What follows belongs to an exercise in optimizing a design on an open flow for small area, a short achievable clock period and few clock cycles; a production flow would make more cautious choices. In this exercise RTL edits were held to simulation tests only and were not proved equivalent to the original.

==> job 4177 <==
Design RSA, start of the top module:
module RSA ( key_in, mod_in, data_in, data_out, key_ready, mod_ready, data_ready, resetn, CLK, finish, key_end, mod_end, data_out_ready,state );
   input           CLK, resetn;
   input [31:0]    key_in, mod_in, data_in;
   input           key_ready, mod_ready, data_ready;
   output          finish;
   output [31:0]   data_out;
   output          key_end, mod_end, data_out_ready;
   output [2:0]    state;
   localparam [2:0] INIT     = 3'h1;
   localparam [2:0] IDLE     = 3'h2;
   localparam [2:0] KEY_GET  = 3'h3;
   localparam [2:0] MOD_GET  = 3'h4;
   localparam [2:0] DATA_GET = 3'h5;
   localparam [2:0] DATA_OUT = 3'h6;
   localparam [2:0] ENCRYPT  = 3'h7;
   localparam [3:0] EG_IDLE = 4'd0;
   localparam [3:0] EG_INIT = 4'd1;    
   localparam [3:0] EG_WS   = 4'd2;    
   localparam [3:0] EG_PRE1 = 4'd4;    
   localparam [3:0] EG_PRE2 = 4'd5;    
   localparam [3:0] EG_RUN  = 4'd6;    
   localparam [3:0] EG_RES  = 4'd7;    
   localparam [3:0] EG_NEXT = 4'd8;    
   localparam [3:0] EG_DONE = 4'd9;
   localparam [3:0] PH_DBLA  = 4'd0;
   localparam [3:0] PH_SQ    = 4'd1;
   localparam [3:0] PH_CONV  = 4'd2;
  ...
==> flow/config.mk <==
export PLATFORM = sky130hd
export DESIGN_NAME = RSA
export DESIGN_NICKNAME = RSA
export VERILOG_FILES = /design/flow/design.v
export SDC_FILE = /design/flow/constraint.sdc
export NUM_CORES = 8
export LEC_CHECK = 0
export CAP_MARGIN = 20
export CORE_MARGIN = 2
export CORE_UTILIZATION = 40
export SLEW_MARGIN = 20
export SYNTH_HIERARCHICAL = 1
export SYNTH_MEMORY_MAX_BITS = 8192
==> flow/constraint.sdc <==
create_clock -name core_clock -period 14.0 [get_ports {CLK}]
set_input_delay 2.8000 -clock core_clock [delete_from_list [all_inputs] [get_ports {CLK}]]
set_output_delay 2.8000 -clock core_clock [all_outputs]
set_load 0.01 [all_outputs]
standard.sh (not shown) runs the stock make flow with config.mk's settings and CLKGATE_MAP_FILE= SYNTH_SCRIPT=/design/flow/synth_recipe.tcl, a recipe that flattens the netlist after the stock synthesis.
==> flow/flow/run.sh <==
#!/bin/bash
# Layout flow: the standard ORFS flow (standard.sh), run with a setup
# repair margin aimed well below the 14 ns clock, so that repair_timing
# keeps sizing and buffering the critical paths (on the worst 5 % of the
# endpoints) after the 14 ns constraint is met.  The constraints, the
# synthesis and every step are the standard ones.
set -euo pipefail
bash standard.sh SETUP_SLACK_MARGIN=9.3 TNS_END_PERCENT=5 finish > standard_flow.log 2>&1
==> inputs of job 9352, as changes to job 4177 <==
==> flow/run.sh (new file) <==
#!/bin/bash
# synth_recipe.tcl (not shown) runs the flow's synth.tcl, then flattens the netlist and writes it again
# the make line also repeats each setting of config.mk as NAME=value (left out here)
make -C /OpenROAD-flow-scripts/flow DESIGN_CONFIG=/design/flow/config.mk WORK_HOME=/design/flow/orfs CLKGATE_MAP_FILE= SYNTH_SCRIPT=/design/flow/synth_recipe.tcl finish
removed: flow/flow/run.sh
removed: flow/standard.sh
==> impl_metrics.ini <==
[setup_path]
cp_slowest_cell = buf_4
crit_required_ps = 14880
cp_cell_sequence = buf_4, nor2b_2, and2_4, buf_4, buf_12, buf_4, nand2_1, o21ai_0

[layout]
nonClkBufAreaFrac_pct = 3.42
mostFrequentLayoutCells = nand2_1, fa_1, edfxtp_1

[clock_network]
cts_setup_buffers = 104

[global_route]
globalRouteTotalUtil_pct = 29.6
met3_usage_pct = 10.3

[sta]
layout_setup_ws_ps = 8460

[detailed_routing]
wl_met2_um = 700000

[status]
status = finished clean
[end of results for job 4177]
==> impl_metrics.ini <==
[clock_network]
cts_setup_buffers = 0

[setup_path]
cp_cell_sequence = inv_1, fa_1, inv_1, fa_1, ha_1, fa_1, nand2_1, nor2_1, a211oi_1, o221ai_4, buf_4, buf_12, buf_4, a22oi_1, xnor2_1, fa_1, o22a_1
crit_required_ps = 15030
cp_slowest_cell = fa_1

[sta]
layout_setup_ws_ps = 6130

[layout]
mostFrequentLayoutCells = nand2_1, fa_1, xnor2_1
nonClkBufAreaFrac_pct = 1.38

[status]
status = finished clean

[global_route]
met3_usage_pct = 8.51
globalRouteTotalUtil_pct = 27.9

[detailed_routing]
wl_met2_um = 664000
[end of results for job 9352]
Testbench counts of job 4177, summed over its fixed seeds: cycles 1,705,681.
Testbench counts of job 9352, summed over its fixed seeds: cycles 1,705,681.

==> inputs of build 56 <==
RSA, a different RTL version from the one above (not shown whole).
Settings: LEC_CHECK=0, CAP_MARGIN=40, CORE_MARGIN=2, CORE_UTILIZATION=65, CTS_CLUSTER_DIAMETER=100, CTS_CLUSTER_SIZE=20, SLEW_MARGIN=40, SYNTH_HIERARCHICAL=1, SYNTH_MEMORY_MAX_BITS=8192; clock period 14.0 ns.
==> flow/flow/run.sh <==
#!/bin/bash
# Layout flow: the standard ORFS flow (standard.sh), run with a setup
# repair margin aimed well below the 14 ns clock, so that repair_timing
# keeps sizing and buffering the critical paths after the 14 ns
# constraint is met, with cell resizing not limited to cells of the same
# footprint, and with more antenna repair iterations after detailed
# routing.  The constraints, the synthesis and every step are the
# standard ones.
set -euo pipefail
bash standard.sh SETUP_SLACK_MARGIN=9.3 TNS_END_PERCENT=100 MATCH_CELL_FOOTPRINT=0 \
  MAX_REPAIR_ANTENNAS_ITER_DRT=12 MAX_REPAIR_ANTENNAS_ITER_GRT=8 finish > standard_flow.log 2>&1
==> build 3: changes against build 56 <==
--- a/flow/design.v
+++ b/flow/design.v
@@ -115,14 +115,15 @@
    reg [31:0]   ew;          
    reg          ewv;         
    reg [5:0]    ewl;         
    reg [1023:0] N;           
    reg [1023:0] X;           
    reg          xsign;       
    wire [1024:0] A;          
+   wire [1023:0] nA;         
    reg          a_sign;      
    wire [1026:0] nS, nC;     
    reg [3:0]    Np;          
    reg [4:0]    topw_idx;    
    reg [4:0]    topw_msb;    
    reg          mexam;
    reg [4:0]    mexam_idx;
@@ -132,15 +133,15 @@
    reg [1:0]    src;
    reg [10:0]   dcnt;
    reg [2:0]    sqcnt;
    reg [4:0]    wcnt;
    reg          wsdbl, cy, pmsb;
    reg [8:0]    di;          
    reg [63:0]   blk;         
-   reg [4:0]    bs;          
+   wire [19:0]  bsq;         
    reg          xstream;     
    reg [3:0]    a_pre;       
    reg          a_top;       
    reg [5:0]    pl_pre;      
    reg [7:0]    elo;         
    reg [6:0]    cin;         
    reg [10:0]   ebits;
@@ -216,14 +217,15 @@
    always @(*) begin
       ktab_t = 6'd0;
       for (oi = 0; oi < 16; oi = oi + 1)
         ktab_t = ktab_t | ({6{t_oh[oi]}} & ktab[oi]);
    end
    wire [6:0] c4 = {3'b0, elo[7:4]} + {1'b0, ktab_t};
    reg  [4:0] a47;
+   reg  [6:0] pa;
    wire [W-1:0] Bx  = {{(W-1025){A[1024]}}, A};
    wire [W-1:0] Nx  = {{(W-1024){1'b0}}, N};
    wire [W-1:0] na0 = ~(((one0_v & Bx) | (two0_v & {Bx[W-2:0], 1'b0})) ^ neg0_v);
    wire [W-1:0] na1 = ~(((one1_v & {Bx[W-3:0], 2'b0}) | (two1_v & {Bx[W-4:0], 3'b0})) ^ neg1_v);
    wire [W-1:0] qtwo0_v, qone0_v, qneg0_v, qtwo1_v, qone1_v, qneg1_v;
    wire [W-1:0] nq0 = ~(((qone0_v & Nx) | (qtwo0_v & {Nx[W-2:0], 1'b0})) ^ qneg0_v);
    wire [W-1:0] nq1 = ~(((qone1_v & {Nx[W-3:0], 2'b0}) | (qtwo1_v & {Nx[W-4:0], 3'b0})) ^ qneg1_v);
@@ -246,18 +248,27 @@
    wire [1030:0] ncsa_s = {cs_s4[1030:9], cs_s3[8], nSx[7:4], {4{1'b1}}};
    wire [1030:0] ncsa_c = {cs_c4[1029:9], {1{1'b1}}, nq1[8], nCx[7:4], {4{1'b1}}};
    wire [1026:0] nS_mm = ncsa_s[W-1:4];
    wire [1026:0] nC_mm = ncsa_c[W-1:4];
    wire [5:0] sp0 = {booth(a_pre[3], a_pre[2], a_pre[1]),
                      booth(a_pre[1], a_pre[0], eg[I_PRE2] ? 1'b0 : a_top)};
    wire [5:0] pl_nx = pl_pre;
-   wire [7:0] elo_early = {4'b0, ~nS[7:4]} + {4'b0, ~nC[7:4]} + {2'b0, pl_nx} +
-                          {3'b0, a47} + {4'b0, elo[7:4]};
-   wire [7:0] elo_nx = eg[I_PRE2] ? {2'b0, pl_nx} : (elo_early + {2'b0, ktab_t});
+   wire [7:0] elo_early = {4'b0, ~nS[7:4]} + {4'b0, ~nC[7:4]} + {1'b0, pa} +
+                          {4'b0, elo[7:4]};
+   wire [7:0] elo_k;
+   rsa_add8 ADDK (elo_early, {2'b0, ktab_t}, elo_k);
+   wire [7:0] elo_nx = eg[I_PRE2] ? {2'b0, pl_nx} : elo_k;
    wire [15:0] t_oh_nx = 16'd1 << elo_nx[3:0];
+   reg  [5:0]  qs_nx;
+   integer oj;
+   always @(*) begin
+      qs_nx = 6'd0;
+      for (oj = 0; oj < 16; oj = oj + 1)
+        qs_nx = qs_nx | ({6{t_oh_nx[oj]}} & qtab[oj]);
+   end
    wire [9:0] rs0 = {2'b0, ~nS[7:0]} + {2'b0, ~nC[7:0]} + {3'b0, cin};
    wire [1027:0] nrc;
    wire [128:0]  cbound;
    wire [1026:0] nrsum;
    wire [1026:0] nC_res;
    genvar gp;
    generate
@@ -285,52 +296,63 @@
          end else begin : g_cz
             assign nC_res[gp] = 1'b1;
          end
       end
    endgenerate
    assign nrc[0] = 1'b1;
    assign cbound[0] = ~nC[9];
-   wire [7:0] zsv;
+   wire [15:0] zsv;
    wire c_zero = &zsv;
    reg  res_first;      
    wire nx = eg[I_NEXT] | (eg[I_RES] & c_zero & ~res_first);
-   wire [1087:0] Aext = {{63{A[1024]}}, A};
+   wire [1087:0] nAext = {{63{~A[1024]}}, nA};
    wire [8:0] di_p2 = di + 9'd2;
-   wire [4:0] bsel = bs;
-   wire [64*32-1:0] bl0;
    genvar gi;
+   wire [4:0] bs_n = (eg[I_PRE2] | eg[I_RUN]) ? di_p2[8:4] : 5'd0;
+   wire [63:0] bsv0, bsv1, bsv2, bsv3, bsv4;
+   generate
+      for (gi = 0; gi < 4; gi = gi + 1) begin : g_bs
+         rsa_rep #(5) BS (CLK, bs_n, bsq[5*gi +: 5]);
+         assign bsv0[16*gi +: 16] = {16{bsq[5*gi]}};
+         assign bsv1[16*gi +: 16] = {16{bsq[5*gi+1]}};
+         assign bsv2[16*gi +: 16] = {16{bsq[5*gi+2]}};
+         assign bsv3[16*gi +: 16] = {16{bsq[5*gi+3]}};
+         assign bsv4[16*gi +: 16] = {16{bsq[5*gi+4]}};
+      end
+   endgenerate
+   wire [64*32-1:0] bl0;
    generate
       for (gi = 0; gi < 32; gi = gi + 1) begin : g_bl
          if (gi < 17) begin : g_l
-            assign bl0[64*gi +: 64] = Aext[64*gi +: 64];
+            assign bl0[64*gi +: 64] = nAext[64*gi +: 64];
          end else begin : g_z
-            assign bl0[64*gi +: 64] = 64'd0;
+            assign bl0[64*gi +: 64] = {64{1'b1}};
          end
       end
    endgenerate
    wire [64*16-1:0] bl1;
    wire [64*8-1:0]  bl2;
    wire [64*4-1:0]  bl3;
    wire [64*2-1:0]  bl4;
    wire [63:0]      bl5;
    generate
       for (gi = 0; gi < 16; gi = gi + 1) begin : g_b1
-         assign bl1[64*gi +: 64] = bsel[0] ? bl0[64*(2*gi+1) +: 64] : bl0[64*(2*gi) +: 64];
+         assign bl1[64*gi +: 64] = (bsv0 & bl0[64*(2*gi+1) +: 64]) | (~bsv0 & bl0[64*(2*gi) +: 64]);
       end
       for (gi = 0; gi < 8; gi = gi + 1) begin : g_b2
-         assign bl2[64*gi +: 64] = bsel[1] ? bl1[64*(2*gi+1) +: 64] : bl1[64*(2*gi) +: 64];
+         assign bl2[64*gi +: 64] = (bsv1 & bl1[64*(2*gi+1) +: 64]) | (~bsv1 & bl1[64*(2*gi) +: 64]);
       end
       for (gi = 0; gi < 4; gi = gi + 1) begin : g_b3
-         assign bl3[64*gi +: 64] = bsel[2] ? bl2[64*(2*gi+1) +: 64] : bl2[64*(2*gi) +: 64];
+         assign bl3[64*gi +: 64] = (bsv2 & bl2[64*(2*gi+1) +: 64]) | (~bsv2 & bl2[64*(2*gi) +: 64]);
       end
       for (gi = 0; gi < 2; gi = gi + 1) begin : g_b4
-         assign bl4[64*gi +: 64] = bsel[3] ? bl3[64*(2*gi+1) +: 64] : bl3[64*(2*gi) +: 64];
+         assign bl4[64*gi +: 64] = (bsv3 & bl3[64*(2*gi+1) +: 64]) | (~bsv3 & bl3[64*(2*gi) +: 64]);
       end
    endgenerate
-   assign bl5 = bsel[4] ? bl4[127:64] : bl4[63:0];
+   assign bl5 = (bsv4 & bl4[127:64]) | (~bsv4 & bl4[63:0]);
    wire [4*8-1:0] dg1;
    wire [4*4-1:0] dg2;
    wire [4*2-1:0] dg3;
    wire [3:0]     dg4;
    generate
       for (gi = 0; gi < 8; gi = gi + 1) begin : g_d1
          assign dg1[4*gi +: 4] = di[0] ? blk[4*(2*gi+1) +: 4] : blk[4*(2*gi) +: 4];
@@ -610,58 +632,51 @@
         xsign <= A[1024];
       if (eg[I_RES])
         a_sign <= ~nrsum[1024];
       else if (eg[I_INIT])
         a_sign <= 1'b0;
       else if (eg[I_WS] && wcnt == 5'd31)
         a_sign <= wsgn;
-      blk   <= bl5;
-      bs    <= fetch ? di_p2[8:4] : 5'd0;
+      blk   <= ~bl5;
       a_pre <= dig_f;
       a_top <= a_pre[3];
       pl_pre <= lowcols(spf, A[3:0]);
       elo   <= elo_nx;
       t_oh  <= t_oh_nx;
       cin   <= eg[I_RUN] ? (c4 + {2'b0, a47}) : 7'd0;
       a47   <= midcols(sp0, A[7:0]);
+      pa    <= {1'b0, lowcols(spf, A[3:0])} + {2'b0, midcols(sp0, A[7:0])};
    end
    wire dout_rot_n = (st == ENCRYPT && eg[I_DONE]) ||
                      (st == DATA_OUT && cnt != 5'd30 && cnt != 5'd31);
    wire c_res_n = eg_n[I_RES];
    wire c_rp_n  = eg_n[I_RES] | eg_n[I_PRE2];
    wire c_wop_n = resetn & (eg_n[I_INIT] | eg_n[I_WS] | dout_rot_n);
-   wire [1023:0] A_sh = {topword, A[1023:32]};
+   wire [1023:0] nA_sh = {~topword, nA[1023:32]};
    assign A[1024] = a_sign;
    genvar gs;
    generate
-      for (gs = 0; gs < 8; gs = gs + 1) begin : g_sl
-         localparam integer LO  = 128 * gs;
-         localparam integer HA  = (gs == 7) ? 1023 : 128 * gs + 127;    
-         localparam integer HS  = (gs == 7) ? 1026 : 128 * gs + 127;    
-         localparam integer HW  = (gs == 7) ? W - 1 : 128 * gs + 127;   
+      for (gs = 0; gs < 16; gs = gs + 1) begin : g_sl
+         localparam integer LO  = 64 * gs;
+         localparam integer HA  = (gs == 15) ? 1023 : 64 * gs + 63;    
+         localparam integer HS  = (gs == 15) ? 1026 : 64 * gs + 63;    
+         localparam integer HW  = (gs == 15) ? W - 1 : 64 * gs + 63;   
          wire c_res, c_rp, c_wop;
          wire [5:0] as;
          rsa_rep #(9) CTL (CLK, {c_res_n, c_rp_n, c_wop_n, sp0}, {c_res, c_rp, c_wop, as});
-         wire [15:0] qoh;
-         rsa_rep #(16) QOH (CLK, t_oh_nx, qoh);
-         reg [5:0] qs;
-         integer qi;
-         always @(*) begin
-            qs = 6'd0;
-            for (qi = 0; qi < 16; qi = qi + 1)
-              qs = qs | ({6{qoh[qi]}} & qtab[qi]);
-         end
+         wire [5:0] qs;
+         rsa_rep #(6) QSR (CLK, qs_nx, qs);
          reg [HA-LO:0] a_q;
          reg [HS-LO:0] ns_q, nc_q;
          reg zs_q;
          always @(posedge CLK) begin
             if (c_res)
-              a_q <= ~nrsum[HA:LO];
+              a_q <= nrsum[HA:LO];
             else if (c_wop)
-              a_q <= A_sh[HA:LO];
+              a_q <= nA_sh[HA:LO];
             if (c_res) begin
                ns_q <= nrsum[HS:LO];
                nc_q <= nC_res[HS:LO];
             end
             else if (c_rp) begin
                ns_q <= {(HS-LO+1){1'b1}};
                nc_q <= {(HS-LO+1){1'b1}};
@@ -669,15 +684,16 @@
             else begin
                ns_q <= nS_mm[HS:LO];
                nc_q <= nC_mm[HS:LO];
             end
             zs_q <= &nC_res[HS:LO];
          end
          assign zsv[gs] = zs_q;
-         assign A[HA:LO]  = a_q;
+         assign nA[HA:LO] = a_q;
+         assign A[HA:LO]  = ~a_q;
          assign nS[HS:LO] = ns_q;
          assign nC[HS:LO] = nc_q;
          assign one0_v[HW:LO] = {(HW-LO+1){as[1]}};
          assign two0_v[HW:LO] = {(HW-LO+1){as[0]}};
          assign neg0_v[HW:LO] = {(HW-LO+1){as[2]}};
          assign one1_v[HW:LO] = {(HW-LO+1){as[4]}};
          assign two1_v[HW:LO] = {(HW-LO+1){as[3]}};
@@ -695,14 +711,19 @@
    parameter integer W = 1;
    input          CLK;
    input  [W-1:0] d;
    output [W-1:0] q;
    reg    [W-1:0] q;
    always @(posedge CLK) q <= d;
 endmodule
+module rsa_add8 (a, b, s);
+   input  [7:0] a, b;
+   output [7:0] s;
+   assign s = a + b;
+endmodule
 module rsa_fa (a, b, c, s, co);
    input  a, b, c;
    output s, co;
    assign s  = a ^ b ^ c;
    assign co = (a & b) | (a & c) | (b & c);
 endmodule
 module rsa_hai (a, b, s, co);
==> flow/flow/run.sh (replaced) <==
#!/bin/bash
# Layout flow: the standard ORFS flow (standard.sh), run with a setup
# repair margin aimed well below the 14 ns clock, so that repair_timing
# keeps sizing and buffering the critical paths after the 14 ns
# constraint is met, with cell resizing not limited to cells of the same
# footprint, and with more antenna repair iterations after detailed
# routing.  The constraints, the synthesis and every step are the
# standard ones.
set -euo pipefail
bash standard.sh SETUP_SLACK_MARGIN=9.7 TNS_END_PERCENT=100 MATCH_CELL_FOOTPRINT=0 \
  MAX_REPAIR_ANTENNAS_ITER_DRT=12 MAX_REPAIR_ANTENNAS_ITER_GRT=8 finish > standard_flow.log 2>&1
==> trial 50: changes against build 56 <==
--- a/flow/design.v
+++ b/flow/design.v
@@ -132,15 +132,15 @@
    reg [1:0]    src;
    reg [10:0]   dcnt;
    reg [2:0]    sqcnt;
    reg [4:0]    wcnt;
    reg          wsdbl, cy, pmsb;
    reg [8:0]    di;          
    reg [63:0]   blk;         
-   reg [4:0]    bs;          
+   wire [19:0]  bsq;         
    reg          xstream;     
    reg [3:0]    a_pre;       
    reg          a_top;       
    reg [5:0]    pl_pre;      
    reg [7:0]    elo;         
    reg [6:0]    cin;         
    reg [10:0]   ebits;
@@ -216,14 +216,15 @@
    always @(*) begin
       ktab_t = 6'd0;
       for (oi = 0; oi < 16; oi = oi + 1)
         ktab_t = ktab_t | ({6{t_oh[oi]}} & ktab[oi]);
    end
    wire [6:0] c4 = {3'b0, elo[7:4]} + {1'b0, ktab_t};
    reg  [4:0] a47;
+   reg  [6:0] pa;
    wire [W-1:0] Bx  = {{(W-1025){A[1024]}}, A};
    wire [W-1:0] Nx  = {{(W-1024){1'b0}}, N};
    wire [W-1:0] na0 = ~(((one0_v & Bx) | (two0_v & {Bx[W-2:0], 1'b0})) ^ neg0_v);
    wire [W-1:0] na1 = ~(((one1_v & {Bx[W-3:0], 2'b0}) | (two1_v & {Bx[W-4:0], 3'b0})) ^ neg1_v);
    wire [W-1:0] qtwo0_v, qone0_v, qneg0_v, qtwo1_v, qone1_v, qneg1_v;
    wire [W-1:0] nq0 = ~(((qone0_v & Nx) | (qtwo0_v & {Nx[W-2:0], 1'b0})) ^ qneg0_v);
    wire [W-1:0] nq1 = ~(((qone1_v & {Nx[W-3:0], 2'b0}) | (qtwo1_v & {Nx[W-4:0], 3'b0})) ^ qneg1_v);
@@ -246,17 +247,19 @@
    wire [1030:0] ncsa_s = {cs_s4[1030:9], cs_s3[8], nSx[7:4], {4{1'b1}}};
    wire [1030:0] ncsa_c = {cs_c4[1029:9], {1{1'b1}}, nq1[8], nCx[7:4], {4{1'b1}}};
    wire [1026:0] nS_mm = ncsa_s[W-1:4];
    wire [1026:0] nC_mm = ncsa_c[W-1:4];
    wire [5:0] sp0 = {booth(a_pre[3], a_pre[2], a_pre[1]),
                      booth(a_pre[1], a_pre[0], eg[I_PRE2] ? 1'b0 : a_top)};
    wire [5:0] pl_nx = pl_pre;
-   wire [7:0] elo_early = {4'b0, ~nS[7:4]} + {4'b0, ~nC[7:4]} + {2'b0, pl_nx} +
-                          {3'b0, a47} + {4'b0, elo[7:4]};
-   wire [7:0] elo_nx = eg[I_PRE2] ? {2'b0, pl_nx} : (elo_early + {2'b0, ktab_t});
+   wire [7:0] elo_early = {4'b0, ~nS[7:4]} + {4'b0, ~nC[7:4]} + {1'b0, pa} +
+                          {4'b0, elo[7:4]};
+   wire [7:0] elo_k;
+   rsa_add8 ADDK (elo_early, {2'b0, ktab_t}, elo_k);
+   wire [7:0] elo_nx = eg[I_PRE2] ? {2'b0, pl_nx} : elo_k;
    wire [15:0] t_oh_nx = 16'd1 << elo_nx[3:0];
    wire [9:0] rs0 = {2'b0, ~nS[7:0]} + {2'b0, ~nC[7:0]} + {3'b0, cin};
    wire [1027:0] nrc;
    wire [128:0]  cbound;
    wire [1026:0] nrsum;
    wire [1026:0] nC_res;
    genvar gp;
@@ -285,23 +288,34 @@
          end else begin : g_cz
             assign nC_res[gp] = 1'b1;
          end
       end
    endgenerate
    assign nrc[0] = 1'b1;
    assign cbound[0] = ~nC[9];
-   wire [7:0] zsv;
+   wire [15:0] zsv;
    wire c_zero = &zsv;
    reg  res_first;      
    wire nx = eg[I_NEXT] | (eg[I_RES] & c_zero & ~res_first);
    wire [1087:0] Aext = {{63{A[1024]}}, A};
    wire [8:0] di_p2 = di + 9'd2;
-   wire [4:0] bsel = bs;
-   wire [64*32-1:0] bl0;
    genvar gi;
+   wire [4:0] bs_n = (eg[I_PRE2] | eg[I_RUN]) ? di_p2[8:4] : 5'd0;
+   wire [63:0] bsv0, bsv1, bsv2, bsv3, bsv4;
+   generate
+      for (gi = 0; gi < 4; gi = gi + 1) begin : g_bs
+         rsa_rep #(5) BS (CLK, bs_n, bsq[5*gi +: 5]);
+         assign bsv0[16*gi +: 16] = {16{bsq[5*gi]}};
+         assign bsv1[16*gi +: 16] = {16{bsq[5*gi+1]}};
+         assign bsv2[16*gi +: 16] = {16{bsq[5*gi+2]}};
+         assign bsv3[16*gi +: 16] = {16{bsq[5*gi+3]}};
+         assign bsv4[16*gi +: 16] = {16{bsq[5*gi+4]}};
+      end
+   endgenerate
+   wire [64*32-1:0] bl0;
    generate
       for (gi = 0; gi < 32; gi = gi + 1) begin : g_bl
          if (gi < 17) begin : g_l
             assign bl0[64*gi +: 64] = Aext[64*gi +: 64];
          end else begin : g_z
             assign bl0[64*gi +: 64] = 64'd0;
          end
@@ -310,27 +324,27 @@
    wire [64*16-1:0] bl1;
    wire [64*8-1:0]  bl2;
    wire [64*4-1:0]  bl3;
    wire [64*2-1:0]  bl4;
    wire [63:0]      bl5;
    generate
       for (gi = 0; gi < 16; gi = gi + 1) begin : g_b1
-         assign bl1[64*gi +: 64] = bsel[0] ? bl0[64*(2*gi+1) +: 64] : bl0[64*(2*gi) +: 64];
+         assign bl1[64*gi +: 64] = (bsv0 & bl0[64*(2*gi+1) +: 64]) | (~bsv0 & bl0[64*(2*gi) +: 64]);
       end
       for (gi = 0; gi < 8; gi = gi + 1) begin : g_b2
-         assign bl2[64*gi +: 64] = bsel[1] ? bl1[64*(2*gi+1) +: 64] : bl1[64*(2*gi) +: 64];
+         assign bl2[64*gi +: 64] = (bsv1 & bl1[64*(2*gi+1) +: 64]) | (~bsv1 & bl1[64*(2*gi) +: 64]);
       end
       for (gi = 0; gi < 4; gi = gi + 1) begin : g_b3
-         assign bl3[64*gi +: 64] = bsel[2] ? bl2[64*(2*gi+1) +: 64] : bl2[64*(2*gi) +: 64];
+         assign bl3[64*gi +: 64] = (bsv2 & bl2[64*(2*gi+1) +: 64]) | (~bsv2 & bl2[64*(2*gi) +: 64]);
       end
       for (gi = 0; gi < 2; gi = gi + 1) begin : g_b4
-         assign bl4[64*gi +: 64] = bsel[3] ? bl3[64*(2*gi+1) +: 64] : bl3[64*(2*gi) +: 64];
+         assign bl4[64*gi +: 64] = (bsv3 & bl3[64*(2*gi+1) +: 64]) | (~bsv3 & bl3[64*(2*gi) +: 64]);
       end
    endgenerate
-   assign bl5 = bsel[4] ? bl4[127:64] : bl4[63:0];
+   assign bl5 = (bsv4 & bl4[127:64]) | (~bsv4 & bl4[63:0]);
    wire [4*8-1:0] dg1;
    wire [4*4-1:0] dg2;
    wire [4*2-1:0] dg3;
    wire [3:0]     dg4;
    generate
       for (gi = 0; gi < 8; gi = gi + 1) begin : g_d1
          assign dg1[4*gi +: 4] = di[0] ? blk[4*(2*gi+1) +: 4] : blk[4*(2*gi) +: 4];
@@ -611,37 +625,37 @@
       if (eg[I_RES])
         a_sign <= ~nrsum[1024];
       else if (eg[I_INIT])
         a_sign <= 1'b0;
       else if (eg[I_WS] && wcnt == 5'd31)
         a_sign <= wsgn;
       blk   <= bl5;
-      bs    <= fetch ? di_p2[8:4] : 5'd0;
       a_pre <= dig_f;
       a_top <= a_pre[3];
       pl_pre <= lowcols(spf, A[3:0]);
       elo   <= elo_nx;
       t_oh  <= t_oh_nx;
       cin   <= eg[I_RUN] ? (c4 + {2'b0, a47}) : 7'd0;
       a47   <= midcols(sp0, A[7:0]);
+      pa    <= {1'b0, lowcols(spf, A[3:0])} + {2'b0, midcols(sp0, A[7:0])};
    end
    wire dout_rot_n = (st == ENCRYPT && eg[I_DONE]) ||
                      (st == DATA_OUT && cnt != 5'd30 && cnt != 5'd31);
    wire c_res_n = eg_n[I_RES];
    wire c_rp_n  = eg_n[I_RES] | eg_n[I_PRE2];
    wire c_wop_n = resetn & (eg_n[I_INIT] | eg_n[I_WS] | dout_rot_n);
    wire [1023:0] A_sh = {topword, A[1023:32]};
    assign A[1024] = a_sign;
    genvar gs;
    generate
-      for (gs = 0; gs < 8; gs = gs + 1) begin : g_sl
-         localparam integer LO  = 128 * gs;
-         localparam integer HA  = (gs == 7) ? 1023 : 128 * gs + 127;    
-         localparam integer HS  = (gs == 7) ? 1026 : 128 * gs + 127;    
-         localparam integer HW  = (gs == 7) ? W - 1 : 128 * gs + 127;   
+      for (gs = 0; gs < 16; gs = gs + 1) begin : g_sl
+         localparam integer LO  = 64 * gs;
+         localparam integer HA  = (gs == 15) ? 1023 : 64 * gs + 63;    
+         localparam integer HS  = (gs == 15) ? 1026 : 64 * gs + 63;    
+         localparam integer HW  = (gs == 15) ? W - 1 : 64 * gs + 63;   
          wire c_res, c_rp, c_wop;
          wire [5:0] as;
          rsa_rep #(9) CTL (CLK, {c_res_n, c_rp_n, c_wop_n, sp0}, {c_res, c_rp, c_wop, as});
          wire [15:0] qoh;
          rsa_rep #(16) QOH (CLK, t_oh_nx, qoh);
          reg [5:0] qs;
          integer qi;
@@ -695,14 +709,19 @@
    parameter integer W = 1;
    input          CLK;
    input  [W-1:0] d;
    output [W-1:0] q;
    reg    [W-1:0] q;
    always @(posedge CLK) q <= d;
 endmodule
+module rsa_add8 (a, b, s);
+   input  [7:0] a, b;
+   output [7:0] s;
+   assign s = a + b;
+endmodule
 module rsa_fa (a, b, c, s, co);
    input  a, b, c;
    output s, co;
    assign s  = a ^ b ^ c;
    assign co = (a & b) | (a & c) | (b & c);
 endmodule
 module rsa_hai (a, b, s, co);
==> results by group <==
GRT
  • M3 GR Usage: 17.7%

Yosys
  • Synth top area share: 25.6%
  • Mux contribution to synthesized area: 2.42%
  • Syn. warnings: 11

Clock network
  • TritonCTS Buffers: 383

STA
  • Worst slew pin tran: 1.09 ns

Final layout
  • Non-filler cells, final: between 30k and 40k
  • FF/Latch Area: 171,000 um^2

Floorplan
  • Die Y: 791 um

Status
  • Status: no timing/DRC/antenna violations
-- figures above: build 56

==> results by group <==
Status
  • Status: no timing/DRC/antenna violations

Place
  • Routability cong.: 0.990

STA
  • Rel. slew slack: 29.0%
  • Worst slew pin tran: around 1.1 ns

Yosys
  • Synth top area share: 25.0%
  • Syn. warnings: 12
  • Mux contribution to synthesized area: under 10%
  • Post-synth EDFFs: 3,369
  • Mapped Area: 411,000 um^2

Floorplan
  • Die Y: 800 um

Clock network
  • TritonCTS Buffers: 393

GRT
  • Initial antenna violation count: 301

Final layout
  • FF/Latch Area: 176,000 um^2
-- figures above: trial 50

==> results by group <==
Status
  • Status: finished with violations
  • Failed Checks: antenna rules

Final layout
  • Non-filler cells, final: roughly 39k

Floorplan
  • Die Y: 786 um

Yosys
  • Syn. warnings: 12
  • Mux contribution to synthesized area: 2.30%

Route
  • Post-DRT Antenna Nets: 1

STA
  • Worst slew pin tran: 1.06 ns
-- figures above: build 3

Testbench counts of build 56, summed over its fixed seeds: cycles 1,683,949.
Testbench counts of build 3, summed over its fixed seeds: cycles 1,683,949.
Testbench counts of trial 50, summed over its fixed seeds: cycles 1,683,949.

static timing again, ports no longer ideal:
Ports are ideal in the flow. The routed layouts listed here were re-timed in OpenROAD. Step 1, drivers: a clkbuf_16 drives CLK and a buf_2 each remaining input, both assumed. Step 2 adds t to the input delays and takes it off the output delays; t is the mean of the earliest and latest rising clock arrival at the registers after step 1. Input paths then give back, and output paths get back, about the clock's delay inside the block. a / b / c = no drivers / after step 1 / after step 2; a / b = the first two.
run	t (ns)	slack for setup (ns)	hold slack, ns
job 4177	1.331	8.460 / 8.460 / 8.460	0.384 / 0.384 / 0.384
job 9352	1.319	6.130 / 6.130 / 6.130	0.384 / 0.384 / 0.384
build 56	1.253	9.197 / 9.142 / 8.591	0.303 / 0.303 / 0.303
build 3	1.216	9.376 / 9.376 / 8.748	0.311 / 0.311 / 0.311
trial 50	1.244	9.241 / 9.093 / 8.378	0.249 / 0.249 / 0.249
The setup slack of trial 50, which loses most, moves by -0.148 ns with the drivers and by -0.863 ns with both steps.
